This design comes from an exercise in tuning for small area and a short achievable clock period on the open sky130 flow, not from production work.
Function was checked by simulation only, so behaviour that the tests miss may differ from the original.
Power figures rest on the tool's default switching activity, not on a simulated workload.

## v7
// encoder_3c1s_18x18
module encoder_3c1s_18x18(datain, clock, codeout);
    input wire [219:0] datain;
    input wire clock;
    output wire [239:0] codeout;
    TNS_encoder_12 ecoder01( .datain(datain[10:0]), .clock(clock), .codeout(codeout[11:0]) );
    TNS_encoder_12 ecoder02( .datain(datain[21:11]), .clock(clock), .codeout(codeout[23:12]) );
    TNS_encoder_12 ecoder03( .datain(datain[32:22]), .clock(clock), .codeout(codeout[35:24]) );
    TNS_encoder_12 ecoder04( .datain(datain[43:33]), .clock(clock), .codeout(codeout[47:36]) );
    TNS_encoder_12 ecoder05( .datain(datain[54:44]), .clock(clock), .codeout(codeout[59:48]) );
    TNS_encoder_12 ecoder06( .datain(datain[65:55]), .clock(clock), .codeout(codeout[71:60]) );
    TNS_encoder_12 ecoder07( .datain(datain[76:66]), .clock(clock), .codeout(codeout[83:72]) );
    TNS_encoder_12 ecoder08( .datain(datain[87:77]), .clock(clock), .codeout(codeout[95:84]) );
    TNS_encoder_12 ecoder09( .datain(datain[98:88]), .clock(clock), .codeout(codeout[107:96]) );
    TNS_encoder_12 ecoder10( .datain(datain[109:99]), .clock(clock), .codeout(codeout[119:108]) );
    TNS_encoder_12 ecoder11( .datain(datain[120:110]), .clock(clock), .codeout(codeout[131:120]) );
    TNS_encoder_12 ecoder12( .datain(datain[131:121]), .clock(clock), .codeout(codeout[143:132]) );
    TNS_encoder_12 ecoder13( .datain(datain[142:132]), .clock(clock), .codeout(codeout[155:144]) );
    TNS_encoder_12 ecoder14( .datain(datain[153:143]), .clock(clock), .codeout(codeout[167:156]) );
    TNS_encoder_12 ecoder15( .datain(datain[164:154]), .clock(clock), .codeout(codeout[179:168]) );
    TNS_encoder_12 ecoder16( .datain(datain[175:165]), .clock(clock), .codeout(codeout[191:180]) );
  ...
export LEC_CHECK = 0
export CAP_MARGIN = 20
export CORE_MARGIN = 2
export CORE_UTILIZATION = 40
export SLEW_MARGIN = 20
create_clock -name core_clock -period 12.0 [get_ports {clock}]
standard.sh (not shown) runs the stock make flow with config.mk's settings and CLKGATE_MAP_FILE= SYNTH_SCRIPT=/design/flow/synth_recipe.tcl, a recipe that flattens the netlist after the stock synthesis.
==> flow/flow/run.sh <==
#!/bin/bash
# Own layout flow. The standard synthesis runs first, for reference. Then our own synthesis of
# the same RTL: Yosys's generic synthesis (no fsm/share passes, flattened) without its adder
# extraction, and a light ABC mapping that keeps the structure of the logic as the RTL gives it.
# Its registers are renamed to the standard synthesis's names (paired by the port each drives,
# same cell types), and it replaces the standard netlist if that pairing succeeds. Then the standard flow's
# standard layout runs from floorplan on, with buf_2 cells as the port buffers (the output
# ones become buf_1 after global placement) and a setup margin for the repair steps.
set -euo pipefail
W=$(pwd)
R=$W/orfs/results/$FLOW_PLATFORM/encoder_3c1s_18x18/base
YOSYS=yosys
[ -x "$FLOW_HOME/../tools/install/yosys/bin/yosys" ] && YOSYS=$FLOW_HOME/../tools/install/yosys/bin/yosys
LIB=$FLOW_HOME/platforms/$FLOW_PLATFORM/lib/sky130_fd_sc_hd__tt_025C_1v80.lib

bash standard.sh synth > std_synth.log 2>&1
cp $R/1_2_yosys.v $W/std_1_2_yosys.v

DU=""
for c in $(sed -n '/^export DONT_USE_CELLS/,/^$/p' $FLOW_HOME/platforms/$FLOW_PLATFORM/config.mk | grep -o 'sky130_fd_sc_hd__[a-z0-9_]*'); do
  DU="$DU -dont_use $c"
done
cat > $W/own_synth.ys <<EOT
read_verilog -sv $FLOW_DESIGN
synth -flatten -nofsm -noshare -noabc -top $FLOW_TOP
opt -purge
dfflibmap -liberty $LIB $DU
opt
abc -script $W/flow/map.abc -liberty $LIB $DU -D 12000
opt_clean -purge
hilomap -singleton -hicell sky130_fd_sc_hd__conb_1 HI -locell sky130_fd_sc_hd__conb_1 LO
splitnets
opt_clean -purge
rename -hide w:* x:* %d
stat -liberty $LIB
write_verilog -noattr -nohex -nodec $W/own_1_2_yosys.v
EOT
if $YOSYS -s $W/own_synth.ys > own_synth.log 2>&1 && \
   python3 $W/flow/regnames.py $W/std_1_2_yosys.v $W/own_1_2_yosys.v $W/own_named_1_2_yosys.v > regnames.log 2>&1; then
  echo "using own synthesis" > synth_choice.log
  cp $W/own_named_1_2_yosys.v $R/1_2_yosys.v
  touch $R/1_2_yosys.v
else
  echo "own synthesis failed or registers differ; keeping the standard netlist" > synth_choice.log
fi
export BUFFER_PORTS_ARGS="-buffer_cell sky130_fd_sc_hd__buf_2"
# ask the repair steps for more setup slack than the constraints need, to shorten the period
export SETUP_SLACK_MARGIN=7.6
export POST_GLOBAL_PLACE_TCL=$W/flow/post_gpl.tcl
# clock tree as the standard flow builds it (its own buffer choice), without dummy loads
export CTS_ARGS="-sink_clustering_enable -repair_clock_nets -dont_use_dummy_load"
bash standard.sh > layout.log 2>&1
==> flow/flow/post_gpl.tcl <==
# Runs after global placement (POST_GLOBAL_PLACE_TCL). The output ports have setup slack to
# spare, so their port buffers become the smallest buffer; detailed placement legalizes later.
set n 0
foreach inst [get_cells output*] {
  if { [get_property $inst ref_name] == "sky130_fd_sc_hd__buf_2" } {
    replace_cell $inst sky130_fd_sc_hd__buf_1
    incr n
  }
}
puts "post_gpl: $n output port buffers set to sky130_fd_sc_hd__buf_1"
Other scripts of this flow, unchanged in this note and not shown: flow/flow/map.abc, flow/flow/regnames.py
In summary, v7 completed successfully, with a layout that passed the timing, design-rule and antenna checks.
Modified inputs, v1 compared to v7
-- flow/flow/run.sh --
<<< v7, line 5
# Its registers are renamed to the standard synthesis's names (paired by the port each drives,
# same cell types), and it replaces the standard netlist if that pairing succeeds. Then the standard flow's
# standard layout runs from floorplan on, with buf_2 cells as the port buffers (the output
# ones become buf_1 after global placement) and a setup margin for the repair steps.
set -euo pipefail
W=$(pwd)
>>> v1, line 5
# Its registers are renamed to the standard synthesis's names (paired by the port each drives,
# same cell types), and it replaces the standard netlist if that pairing succeeds. Then the standard flow's
# standard layout runs from floorplan on, with buf_2 cells as the port buffers.
set -euo pipefail
W=$(pwd)
<<< v7, line 47
# ask the repair steps for more setup slack than the constraints need, to shorten the period
export SETUP_SLACK_MARGIN=7.6
export POST_GLOBAL_PLACE_TCL=$W/flow/post_gpl.tcl
# clock tree as the standard flow builds it (its own buffer choice), without dummy loads
export CTS_ARGS="-sink_clustering_enable -repair_clock_nets -dont_use_dummy_load"
bash standard.sh > layout.log 2>&1
>>> v1, line 46
# ask the repair steps for more setup slack than the constraints need, to shorten the period
export SETUP_SLACK_MARGIN=7.6
bash standard.sh > layout.log 2>&1
removed: flow/flow/post_gpl.tcl
## What came out
Per the comparison of v1 with v7, combinational fraction of design power now sits lower; final wirelength lower; clock period minus worst slack fell 4.5 ps; length of routed wiring on met1 neither gained nor lost much. Count of clock-net buffers in the final layout (v1 over v7): increase, 19%. Between v7 and v1, the final routed wire length divided by cell count is higher for v7.
Modified inputs, v41 compared to v1
Settings: CTS_BUF_LIST: unset -> sky130_fd_sc_hd__clkbuf_2 sky130_fd_sc_hd__clkbuf_4.
-- flow/flow/run.sh --
<<< v1, line 5
# Its registers are renamed to the standard synthesis's names (paired by the port each drives,
# same cell types), and it replaces the standard netlist if that pairing succeeds. Then the standard flow's
# standard layout runs from floorplan on, with buf_2 cells as the port buffers.
set -euo pipefail
W=$(pwd)
>>> v41, line 5
# Its registers are renamed to the standard synthesis's names (paired by the port each drives,
# same cell types), and it replaces the standard netlist if that pairing succeeds. Then the standard flow's
# standard layout runs from floorplan on, with buf_2 cells as the port buffers (the output
# ones become buf_1 after global placement) and a setup margin for the repair steps.
set -euo pipefail
W=$(pwd)
<<< v1, line 45
export BUFFER_PORTS_ARGS="-buffer_cell sky130_fd_sc_hd__buf_2"
# ask the repair steps for more setup slack than the constraints need, to shorten the period
export SETUP_SLACK_MARGIN=7.6
bash standard.sh > layout.log 2>&1
>>> v41, line 46
export BUFFER_PORTS_ARGS="-buffer_cell sky130_fd_sc_hd__buf_2"
# ask the repair steps for more setup slack than the constraints need, to shorten the period
export SETUP_SLACK_MARGIN=7.4
export POST_GLOBAL_PLACE_TCL=$W/flow/post_gpl.tcl
# clock tree as the standard flow builds it, with the buffers of config.mk and no dummy loads
export CTS_ARGS="-sink_clustering_enable -repair_clock_nets -dont_use_dummy_load -buf_list {sky130_fd_sc_hd__clkbuf_2 sky130_fd_sc_hd__clkbuf_4}"
bash standard.sh > layout.log 2>&1
==> flow/flow/post_gpl.tcl (new file) <==
# Runs after global placement (POST_GLOBAL_PLACE_TCL). The output ports have setup slack to
# spare, so their port buffers become the smallest buffer; detailed placement legalizes later.
set n 0
foreach inst [get_cells output*] {
  if { [get_property $inst ref_name] == "sky130_fd_sc_hd__buf_2" } {
    replace_cell $inst sky130_fd_sc_hd__buf_1
    incr n
  }
}
puts "post_gpl: $n output port buffers set to sky130_fd_sc_hd__buf_1"
## What came out
- Comparing v41 with v1, the total setup buffers inserted after CTS came out essentially unchanged.
- Compared to v1, the router laid down less metal wire for v41.
- v41 -> v1: sequential power flat
- For v1, the cell with the largest stage delay on the worst path was o211ai_2, unlike v41, where it was buf_2.
- v1 → v41: max-capacitance violation count flat; global-route usage higher.
- Against v1 as the reference, v41 delivers a lower layout net count.
Inputs modified between v41 and v31:
Settings: CTS_BUF_LIST removed (was sky130_fd_sc_hd__clkbuf_2 sky130_fd_sc_hd__clkbuf_4).
-- flow/flow/run.sh --
<<< v41, line 46
export BUFFER_PORTS_ARGS="-buffer_cell sky130_fd_sc_hd__buf_2"
# ask the repair steps for more setup slack than the constraints need, to shorten the period
export SETUP_SLACK_MARGIN=7.4
export POST_GLOBAL_PLACE_TCL=$W/flow/post_gpl.tcl
# clock tree as the standard flow builds it, with the buffers of config.mk and no dummy loads
export CTS_ARGS="-sink_clustering_enable -repair_clock_nets -dont_use_dummy_load -buf_list {sky130_fd_sc_hd__clkbuf_2 sky130_fd_sc_hd__clkbuf_4}"
bash standard.sh > layout.log 2>&1
>>> v31, line 46
export BUFFER_PORTS_ARGS="-buffer_cell sky130_fd_sc_hd__buf_2"
# ask the repair steps for more setup slack than the constraints need, to shorten the period
export SETUP_SLACK_MARGIN=7.45
export POST_GLOBAL_PLACE_TCL=$W/flow/post_gpl.tcl
bash standard.sh > layout.log 2>&1
Results
- v31 | stages: all done | timing, DRC, antenna: all pass
- Final area of v31 exceeds that of v41 by a few percent.
- Part of the power in combinational logic, v31 and v41: smaller value in v31
- v31 vs. v41: signal arrival time at the worst endpoint went down, total power density per cell area went up, clock transition at the registers of the reported paths did not really move.
- datain[94] as the start point of the critical path was reported by v31, and datain[204] by v41.
- ecoder09.codeout[11] as the critical path capture point was reported by v31, and ecoder19.codeout[11] by v41.

-- static timing again, ports no longer ideal --
How much do the figures lean on ideal ports? The routed layouts below were timed once more, with nothing changed but the port constraints.
Step 1: set_driving_cell puts a clkbuf_16 on clock and a buf_2 on each other input, an assumption about the parent block.
Step 2 moves the port delays by t, midway between the first and last clock arrival at a register: inputs arrive t later, outputs are due t later. That takes back most of the time a late clock gives input paths.
Slacks: ideal / step 1 / step 2; pairs: ideal / step 1.
run | shift t [ns] | slack for setup (ns) | clock arrival spread, ns | cell pins on the clock port's net
v7 | 0.611 | 7.672 / 7.695 / 7.084 | 0.048 / 0.048 | 1
v1 | 0.622 | 7.677 / 7.691 / 7.069 | 0.024 / 0.024 | 1
v41 | 0.841 | 7.788 / 7.789 / 6.948 | 0.098 / 0.098 | 1
v31 | 0.619 | 7.643 / 7.615 / 6.996 | 0.019 / 0.019 | 1
After both steps setup and hold are still met in every run listed. The setup slack of v41, which loses most, moves by +0.001 ns with the drivers and by -0.840 ns with both steps.
